From an optimization exercise on the open Yosys and OpenROAD flow, aimed at small area, a short achievable clock period and few clock cycles per item; shortcuts taken in it are not production practice. At most, simulation tests tie the RTL to the original design; equivalence was not proved.

## v6
Design MyDesign, start of the top module:
module MyDesign(
    input logic reset_n,
    input logic clk,
    input logic dut_valid,
    output logic dut_ready,
    output logic dut__tb__sram_input_write_enable,
    output logic [16-1 : 0] dut__tb__sram_input_write_address,
    output logic [32-1 : 0] dut__tb__sram_input_write_data,
    output logic [16-1 : 0] dut__tb__sram_input_read_address,
    input logic [32-1 : 0] tb__dut__sram_input_read_data,
    output logic dut__tb__sram_weight_write_enable,
    output logic [16-1 : 0] dut__tb__sram_weight_write_address,
    output logic [32-1 : 0] dut__tb__sram_weight_write_data,
    output logic [16-1 : 0] dut__tb__sram_weight_read_address,
    input logic [32-1 : 0] tb__dut__sram_weight_read_data,
    output logic dut__tb__sram_result_write_enable,
    output logic [16-1 : 0] dut__tb__sram_result_write_address,
    output logic [32-1 : 0] dut__tb__sram_result_write_data,
    output logic [16-1 : 0] dut__tb__sram_result_read_address,
    input logic [32-1 : 0] tb__dut__sram_result_read_data,
    output logic dut__tb__sram_scratchpad_write_enable,
    output logic [16-1 : 0] dut__tb__sram_scratchpad_write_address,
    output logic [32-1 : 0] dut__tb__sram_scratchpad_write_data,
    output logic [16-1 : 0] dut__tb__sram_scratchpad_read_address,
    input logic [32-1 : 0] tb__dut__sram_scratchpad_read_data
);
Size in the first run: roughly 390 I/O pins, roughly 28000 sq um of cells after synthesis.
clock: 11.0 ns
lec_check: 0
abc_clock_period_in_ps: 3500
cap_margin: 20
core_margin: 2
core_utilization: 40
cts_buf_list: sky130_fd_sc_hd__clkbuf_4 sky130_fd_sc_hd__clkbuf_8
slew_margin: 20
standard.sh (not shown) runs the stock make flow with config.mk's settings and CLKGATE_MAP_FILE= SYNTH_SCRIPT=/design/flow/synth_recipe.tcl, a recipe that flattens the netlist after the stock synthesis.
==> flow/flow/run.sh <==
#!/bin/bash
set -euo pipefail
bash standard.sh SETUP_SLACK_MARGIN=7.5 "BUFFER_PORTS_ARGS=-buffer_cell sky130_fd_sc_hd__buf_1" finish > standard.log 2>&1
Edits applied to the flow inputs when going from v6 to v7:
# v6
export LEC_CHECK = 0
export ABC_CLOCK_PERIOD_IN_PS = 3500
export CAP_MARGIN = 20
export CORE_MARGIN = 2
export CORE_UTILIZATION = 40
export CTS_BUF_LIST = sky130_fd_sc_hd__clkbuf_4 sky130_fd_sc_hd__clkbuf_8
export SLEW_MARGIN = 20
create_clock -name core_clock -period 11.0 [get_ports {clk}]
# v7
export LEC_CHECK = 0
export ABC_CLOCK_PERIOD_IN_PS = 3500
export CAP_MARGIN = 20
export CORE_MARGIN = 2
export CORE_UTILIZATION = 40
export SLEW_MARGIN = 20
create_clock -name core_clock -period 11.0 [get_ports {clk}]
--- outcome ---
- Max first-pass iteration count of the detailed router across v7 and v6: v7
- Compared to v6, v7 has period utilization 0.19 points lower.
- Changes observed in v7 relative to v6: fraction of met1 tracks used by global routing went down by 0.20 points; via count went down by 125; wire length went down by 0.34%; via count of the first global-routing pass went down by about 1%; number of clock-tree buffers in the layout went down by 38.
- On pin slew with the least headroom to its limit: between v7 and v6, it ends up higher for v7.
- Summary — post-route standard cell area excluding fillers, v7 relative to v6: lower, by about 0.5%.
Function was not checked in any run of this note: the RTL went through the layout flow alone.

* * *

Setup of exp/lagoon:
Another version of the RTL of MyDesign (not shown whole).
For scale: ~2800 cells after synthesis, about 440 flip-flops, ~390 I/O pins, about 29000 sq um of cells after synthesis.
// MyDesign
module MyDesign(
    input logic reset_n,
    input logic clk,
    input logic dut_valid,
    output logic dut_ready,
    output logic dut__tb__sram_input_write_enable,
    output logic [16-1 : 0] dut__tb__sram_input_write_address,
    output logic [32-1 : 0] dut__tb__sram_input_write_data,
    output logic [16-1 : 0] dut__tb__sram_input_read_address,
    input logic [32-1 : 0] tb__dut__sram_input_read_data,
    output logic dut__tb__sram_weight_write_enable,
    output logic [16-1 : 0] dut__tb__sram_weight_write_address,
    output logic [32-1 : 0] dut__tb__sram_weight_write_data,
    output logic [16-1 : 0] dut__tb__sram_weight_read_address,
    input logic [32-1 : 0] tb__dut__sram_weight_read_data,
    output logic dut__tb__sram_result_write_enable,
    output logic [16-1 : 0] dut__tb__sram_result_write_address,
    output logic [32-1 : 0] dut__tb__sram_result_write_data,
    output logic [16-1 : 0] dut__tb__sram_result_read_address,
    input logic [32-1 : 0] tb__dut__sram_result_read_data,
    output logic dut__tb__sram_scratchpad_write_enable,
    output logic [16-1 : 0] dut__tb__sram_scratchpad_write_address,
    output logic [32-1 : 0] dut__tb__sram_scratchpad_write_data,
    output logic [16-1 : 0] dut__tb__sram_scratchpad_read_address,
    input logic [32-1 : 0] tb__dut__sram_scratchpad_read_data
);
clock: 11.0 ns
lec_check: 0
abc_clock_period_in_ps: 3500
cap_margin: 20
core_margin: 2
core_utilization: 40
cts_cluster_diameter: 100
cts_cluster_size: 20
slew_margin: 20
==> flow/flow/run.sh <==
#!/bin/bash
set -euo pipefail
bash standard.sh SETUP_SLACK_MARGIN=7.7 "BUFFER_PORTS_ARGS=-buffer_cell sky130_fd_sc_hd__buf_1" \
  "CTS_ARGS=-sink_clustering_enable -repair_clock_nets -sink_clustering_size 20 -sink_clustering_max_diameter 100 -dont_use_dummy_load" \
  finish > standard.log 2>&1
Relative to exp/lagoon, the following input files were edited for exp/cedar:
==> flow/flow/run.sh <==
#!/bin/bash
set -euo pipefail
bash standard.sh SETUP_SLACK_MARGIN=7.5 "BUFFER_PORTS_ARGS=-buffer_cell sky130_fd_sc_hd__buf_1" finish > standard.log 2>&1
Notes after the runs:
- Summary: with exp/lagoon as the reference, fmax in exp/cedar moved down by a few percent.
- Cell area (lower): exp/cedar
- Comparing via count of the first global-routing pass for exp/lagoon and exp/cedar, the bigger number came from exp/lagoon.
- Of the two values seen for end of the critical path, dut__tb__sram_result_read_address[0] was produced by exp/lagoon and dut__tb__sram_input_read_address[3] by exp/cedar.
Input changes introduced in exp/pepper (baseline for comparison: exp/cedar):
==> flow/flow/run.sh <==
#!/bin/bash
set -euo pipefail
bash standard.sh SETUP_SLACK_MARGIN=8.0 "BUFFER_PORTS_ARGS=-buffer_cell sky130_fd_sc_hd__buf_1" \
  "CTS_ARGS=-sink_clustering_enable -repair_clock_nets -sink_clustering_size 20 -sink_clustering_max_diameter 100 -dont_use_dummy_load" \
  finish > standard.log 2>&1
Notes after the runs:
- exp/pepper completed end to end with timing, DRC and antenna clean.
- Taking exp/cedar as the reference point, the final-layout non-clock buffer area share of exp/pepper rises by 6.2 points.
- For tapcell count, exp/cedar and exp/pepper come out practically identical.
- Worst hold margin: exp/cedar vs exp/pepper — no meaningful difference
- Changes observed in exp/pepper relative to exp/cedar: clock-buffer cell count went down, flop-to-flop setup slack increased 0.19 ns.
The inputs of exp/zinc differ from those of exp/pepper as listed below.
==> flow/flow/run.sh <==
#!/bin/bash
set -euo pipefail
bash standard.sh SETUP_SLACK_MARGIN=7.3 "BUFFER_PORTS_ARGS=-buffer_cell sky130_fd_sc_hd__buf_1" finish > standard.log 2>&1
==> run summary <==
Taking exp/pepper as the reference point, the number of buffers outside the clock class in the layout of exp/zinc falls by 121. Share of final-layout standard cells stronger than drive strength 1, exp/zinc and exp/pepper, lower one = exp/zinc. Going from exp/pepper to exp/zinc, area added between synthesis and finish now sits lower, global-route wire length before repair now sits lower, buffer count from post-CTS setup fixing now sits lower. | final count of negative-setup-slack endpoints | exp/pepper vs exp/zinc | ≈ equal |. Sort exp/zinc and exp/pepper by share of the clock period used by the worst path desc -> top: exp/zinc. Summary: with exp/pepper as the reference, number of vias in the routed layout in exp/zinc moved down by a few percent. Looking at sequential share of layout area, exp/zinc sits 2.0 points above exp/pepper.
No run of this note included a check of the RTL's function; only the layout flow was run.

* * *

MyDesign, a different RTL version from the one above (not shown whole).
Size: ~29000 um^2 of cells after synthesis.
==> flow/config.mk <==
export PLATFORM = sky130hd
export DESIGN_NAME = MyDesign
export DESIGN_NICKNAME = MyDesign
export VERILOG_FILES = /design/flow/design.v
export SDC_FILE = /design/flow/constraint.sdc
export NUM_CORES = 4
export LEC_CHECK = 0
export ABC_CLOCK_PERIOD_IN_PS = 3500
export CAP_MARGIN = 20
export CORE_MARGIN = 2
export CORE_UTILIZATION = 40
export CTS_CLUSTER_DIAMETER = 150
export CTS_CLUSTER_SIZE = 30
export SLEW_MARGIN = 20
==> flow/constraint.sdc <==
create_clock -name core_clock -period 11.0 [get_ports {clk}]
set_input_delay 2.2000 -clock core_clock [delete_from_list [all_inputs] [get_ports {clk}]]
set_output_delay 2.2000 -clock core_clock [all_outputs]
set_load 0.01 [all_outputs]
==> flow/flow/run.sh <==
#!/bin/bash
set -euo pipefail
bash standard.sh SETUP_SLACK_MARGIN=7.5 "BUFFER_PORTS_ARGS=-buffer_cell sky130_fd_sc_hd__buf_1" finish > standard.log 2>&1
Testbench counts at the start, summed over its fixed seeds: cycles 307,812, items 48.
==> next run, changes <==
- CORE_UTILIZATION: 40 -> 65
- CTS_CLUSTER_DIAMETER: 150 -> not set
- CTS_CLUSTER_SIZE: 30 -> not set
The changed run completed without violations.
Fmax is about the same.
Worst setup slack is better by 0.0039 ns.
Hold slack is about the same.
Via count goes up by a few percent.
Synthesized area does not change.
Final cell count went down by a little under a tenth.
Wire length increases by a few percent.
Non-clock buffer count came out lower by 6.
Final area came out higher by a few percent.
First-iteration DRC count went up by well over a third.
==> next run, changes <==
- CORE_UTILIZATION: 65 -> 40
- CTS_CLUSTER_DIAMETER: not set -> 100
- CTS_CLUSTER_SIZE: not set -> 20
After rerunning: The changed run ran to the end with no violations; design area came out lower slightly; wire length drops by a few percent; worst setup slack gets better by 0.0069 ns; maximum frequency barely changes.
==> next run, changes <==
- ABC_AREA: not set -> 1
- ABC_CLOCK_PERIOD_IN_PS: 3500 -> not set
Count of clock-buffer cells in the layout stays the same.
Via count rose by 6.6%.
First-iteration DRC count goes up by 16%.
Area after synthesis stays flat.
Clock skew rises by 0.020 ns.

* * *

MyDesign, a different RTL version from the one above (not shown whole).
For scale: ~3100 cells after synthesis, ~440 flip-flops, ~390 I/O pins, ~30000 um2 of cells after synthesis.
==> flow/config.mk <==
export PLATFORM = sky130hd
export DESIGN_NAME = MyDesign
export DESIGN_NICKNAME = MyDesign
export VERILOG_FILES = /design/flow/design.v
export SDC_FILE = /design/flow/constraint.sdc
export NUM_CORES = 4
export LEC_CHECK = 0
export ABC_CLOCK_PERIOD_IN_PS = 3500
export CAP_MARGIN = 20
export CORE_MARGIN = 2
export CORE_UTILIZATION = 40
export CTS_CLUSTER_DIAMETER = 100
export CTS_CLUSTER_SIZE = 20
export SLEW_MARGIN = 20
==> flow/constraint.sdc <==
create_clock -name core_clock -period 11.0 [get_ports {clk}]
set_input_delay 2.2000 -clock core_clock [delete_from_list [all_inputs] [get_ports {clk}]]
set_output_delay 2.2000 -clock core_clock [all_outputs]
set_load 0.01 [all_outputs]
==> flow/flow/run.sh <==
#!/bin/bash
set -euo pipefail
bash standard.sh SETUP_SLACK_MARGIN=7.5 "BUFFER_PORTS_ARGS=-buffer_cell sky130_fd_sc_hd__buf_1" \
  "CTS_ARGS=-sink_clustering_enable -repair_clock_nets -sink_clustering_size 20 -sink_clustering_max_diameter 100 -dont_use_dummy_load" \
  finish > standard.log 2>&1
Edit:
==> flow/flow/run.sh (replaced) <==
#!/bin/bash
set -euo pipefail
bash standard.sh SETUP_SLACK_MARGIN=7.5 "BUFFER_PORTS_ARGS=-buffer_cell sky130_fd_sc_hd__buf_1" finish > standard.log 2>&1
--- a/flow/config.mk
+++ b/flow/config.mk
@@ -12,2 +12,2 @@
-export CTS_CLUSTER_DIAMETER = 100
-export CTS_CLUSTER_SIZE = 20
+export CTS_CLUSTER_DIAMETER = 60
+export CTS_CLUSTER_SIZE = 40
Outcome: Setup slack gets worse by 0.021 ns. Utilization goes up by 1.0 points. Die area does not change. Maximum frequency decreases by 0.59%. Cell count rose by 1.0%. Hold slack degrades by 0.0035 ns. Clock skew drops by 0.0087 ns. Area after synthesis is unchanged. Via count climbs by 0.74%. Clock-buffer cell count came out higher by 11.
Edit:
--- a/flow/config.mk
+++ b/flow/config.mk
@@ -12,2 +12,2 @@
-export CTS_CLUSTER_DIAMETER = 60
-export CTS_CLUSTER_SIZE = 40
+export CTS_CLUSTER_DIAMETER = 100
+export CTS_CLUSTER_SIZE = 20
The changed run finished clean.
Non-clock buffer count does not change.
Setup slack improved by 0.019 ns.
Register-to-register slack is worse by 0.02 ns.
Final area is lower by 1.7%.
Global-route usage barely changes.
Via count fell by 0.51%.
Die area stays the same.
Wire length stays flat.
No run of this note included a check of the RTL's function; only the layout flow was run.

* * *

Setup of xenon:
Another version of the RTL of MyDesign (not shown whole).
For scale: ~2800 cells after synthesis, ~390 I/O pins, roughly 0.027 mm² of cells after synthesis.
## MyDesign
module MyDesign(
    input logic reset_n,
    input logic clk,
    input logic dut_valid,
    output logic dut_ready,
    output logic dut__tb__sram_input_write_enable,
    output logic [16-1 : 0] dut__tb__sram_input_write_address,
    output logic [32-1 : 0] dut__tb__sram_input_write_data,
    output logic [16-1 : 0] dut__tb__sram_input_read_address,
    input logic [32-1 : 0] tb__dut__sram_input_read_data,
    output logic dut__tb__sram_weight_write_enable,
    output logic [16-1 : 0] dut__tb__sram_weight_write_address,
    output logic [32-1 : 0] dut__tb__sram_weight_write_data,
    output logic [16-1 : 0] dut__tb__sram_weight_read_address,
    input logic [32-1 : 0] tb__dut__sram_weight_read_data,
    output logic dut__tb__sram_result_write_enable,
    output logic [16-1 : 0] dut__tb__sram_result_write_address,
    output logic [32-1 : 0] dut__tb__sram_result_write_data,
  ...
==> flow/config.mk <==
export PLATFORM = sky130hd
export DESIGN_NAME = MyDesign
export DESIGN_NICKNAME = MyDesign
export VERILOG_FILES = /design/flow/design.v
export SDC_FILE = /design/flow/constraint.sdc
export NUM_CORES = 4
export LEC_CHECK = 0
export CAP_MARGIN = 20
export CORE_MARGIN = 2
export CORE_UTILIZATION = 40
export SLEW_MARGIN = 20
==> flow/constraint.sdc <==
create_clock -name core_clock -period 11.0 [get_ports {clk}]
set_input_delay 2.2000 -clock core_clock [delete_from_list [all_inputs] [get_ports {clk}]]
set_output_delay 2.2000 -clock core_clock [all_outputs]
set_load 0.01 [all_outputs]
==> flow/flow/run.sh <==
#!/bin/bash
bash standard.sh SETUP_SLACK_MARGIN=7.5 ABC_CLOCK_PERIOD_IN_PS=3500 finish > standard.log 2>&1
Testbench counts of xenon, summed over its fixed seeds: cycles 307,764, items 48.
The following lists how harbor was set up differently from xenon:
==> flow/run.sh (new file) <==
#!/bin/bash
# synth_recipe.tcl (not shown) runs the flow's synth.tcl, then flattens the netlist and writes it again
# the make line also repeats each setting of config.mk as NAME=value (left out here)
make -C /OpenROAD-flow-scripts/flow DESIGN_CONFIG=/design/flow/config.mk WORK_HOME=/design/flow/orfs CLKGATE_MAP_FILE= SYNTH_SCRIPT=/design/flow/synth_recipe.tcl finish
removed: flow/flow/run.sh
removed: flow/standard.sh
### Flow results
xenon completed end to end with timing, DRC and antenna clean. harbor: full flow OK, the timing, DRC and antenna checks passed. Going from xenon to harbor, length in cells of the worst reg-to-reg path saw a decrease. Changes observed in harbor relative to xenon: sequential fraction of total cell area saw little to no change, detailed-route wire length per cell saw a decrease, final critical path time including I/O delays and setup saw an increase, global-route usage saw a decrease. [harbor] total length of routed wires fell 3.5% relative to xenon.

* * *

Setup of run R:
RTL: one of the versions met above, not the one the previous note started from.
Size: about 2,800 cells after synthesis, roughly 440 flip-flops, roughly 390 I/O pins, about 29,000 um^2 of cells after synthesis.
==> flow/config.mk <==
export PLATFORM = sky130hd
export DESIGN_NAME = MyDesign
export DESIGN_NICKNAME = MyDesign
export VERILOG_FILES = /design/flow/design.v
export SDC_FILE = /design/flow/constraint.sdc
export NUM_CORES = 4
export LEC_CHECK = 0
export ABC_CLOCK_PERIOD_IN_PS = 2800
export CAP_MARGIN = 20
export CORE_MARGIN = 2
export CORE_UTILIZATION = 40
export CTS_CLUSTER_DIAMETER = 100
export CTS_CLUSTER_SIZE = 20
export SLEW_MARGIN = 20
==> flow/constraint.sdc <==
create_clock -name core_clock -period 11.0 [get_ports {clk}]
set_input_delay 2.2000 -clock core_clock [delete_from_list [all_inputs] [get_ports {clk}]]
set_output_delay 2.2000 -clock core_clock [all_outputs]
set_load 0.01 [all_outputs]
==> flow/flow/run.sh <==
#!/bin/bash
set -euo pipefail
bash standard.sh SETUP_SLACK_MARGIN=7.5 "BUFFER_PORTS_ARGS=-buffer_cell sky130_fd_sc_hd__buf_1" finish > standard.log 2>&1
Edits applied to the flow inputs when going from run R to run E:
- ABC_CLOCK_PERIOD_IN_PS changed from 2800 to 3500
==> flow/flow/run.sh <==
#!/bin/bash
set -euo pipefail
bash standard.sh SETUP_SLACK_MARGIN=7.5 "BUFFER_PORTS_ARGS=-buffer_cell sky130_fd_sc_hd__buf_1" \
  "CTS_ARGS=-sink_clustering_enable -repair_clock_nets -sink_clustering_size 20 -sink_clustering_max_diameter 100 -dont_use_dummy_load" \
  finish > standard.log 2>&1
Of run E and run R, the lower setup slack after layout belongs to run R.
In the metrics for run E and run R, the one carrying the lower number of iterations in the first detailed-routing pass is run E.
As far as number of fill cells in the layout is concerned, run E and run R perform about the same.
No run of this note included a check of the RTL's function; only the layout flow was run.

-- static timing again, ports no longer ideal --
The results above use ideal ports. As a check the final layouts listed here were re-extracted and re-timed, cells and wires unchanged. Step 1 sets driving cells, clkbuf_16 on the clock port and buf_2 on the other inputs (assumed; they add their load-dependent delay and slew). Step 2 adds t to the input delays and takes it off the output delays; t is the mean of the earliest and latest rising clock arrival at the registers after step 1. Input paths then give back, and output paths get back, about the clock's delay inside the block. Slacks: ideal / step 1 / step 2; pairs: ideal / step 1.
| run | t, ns | slack for setup (ns) | worst hold slack (ns) | latest minus earliest clock arrival (ns) | cell pins on the clock port's net |
|---|---|---|---|---|---|
| v6 | 0.733 | 7.075 / 7.075 / 7.075 | 0.326 / 0.326 / 0.326 | 0.056 / 0.056 | 1 |
| v7 | 0.651 | 7.096 / 7.096 / 7.096 | 0.325 / 0.325 / 0.325 | 0.028 / 0.028 | 1 |
| exp/lagoon | 0.633 | 7.660 / 7.595 / 7.452 | 0.328 / 0.328 / 0.328 | 0.095 / 0.094 | 1 |
| exp/cedar | 0.683 | 7.558 / 7.492 / 7.461 | 0.331 / 0.331 / 0.331 | 0.025 / 0.024 | 1 |
| exp/pepper | 0.651 | 7.657 / 7.594 / 7.492 | 0.329 / 0.329 / 0.329 | 0.089 / 0.088 | 1 |
| exp/zinc | 0.676 | 7.355 / 7.289 / 7.432 | 0.327 / 0.327 / 0.327 | 0.046 / 0.046 | 1 |
| the first run of note 3 | 0.627 | 7.527 / 7.461 / 7.469 | 0.328 / 0.328 / 0.328 | 0.018 / 0.018 | 1 |
| the second run of note 3 | 0.659 | 7.531 / 7.470 / 7.380 | 0.325 / 0.325 / 0.325 | 0.035 / 0.035 | 1 |
| the third run of note 3 | 0.663 | 7.538 / 7.472 / 7.460 | 0.330 / 0.330 / 0.330 | 0.031 / 0.031 | 1 |
| the fourth run of note 3 | 0.668 | 7.548 / 7.485 / 7.329 | 0.318 / 0.318 / 0.318 | 0.050 / 0.050 | 1 |
| the first run of note 4 | 0.631 | 7.555 / 7.490 / 7.480 | 0.329 / 0.329 / 0.329 | 0.061 / 0.060 | 1 |
| the second run of note 4 | 0.639 | 7.535 / 7.469 / 7.492 | 0.325 / 0.325 / 0.325 | 0.050 / 0.049 | 1 |
| the third run of note 4 | 0.657 | 7.553 / 7.490 / 7.494 | 0.326 / 0.326 / 0.326 | 0.022 / 0.022 | 1 |
| xenon | 0.635 | 7.243 / 7.243 / 7.094 | 0.326 / 0.326 / 0.326 | 0.045 / 0.045 | 1 |
| harbor | 0.641 | 6.851 / 6.851 / 6.851 | 0.322 / 0.322 / 0.322 | 0.031 / 0.031 | 1 |
| run R | 0.683 | 7.558 / 7.492 / 7.461 | 0.331 / 0.331 / 0.331 | 0.025 / 0.024 | 1 |
| run E | 0.656 | 7.561 / 7.497 / 7.482 | 0.330 / 0.330 / 0.330 | 0.068 / 0.069 | 1 |
After both steps every run listed still meets setup and hold. The setup slack of the fourth run of note 3, which loses most, moves by -0.063 ns with the drivers and by -0.219 ns with both steps.
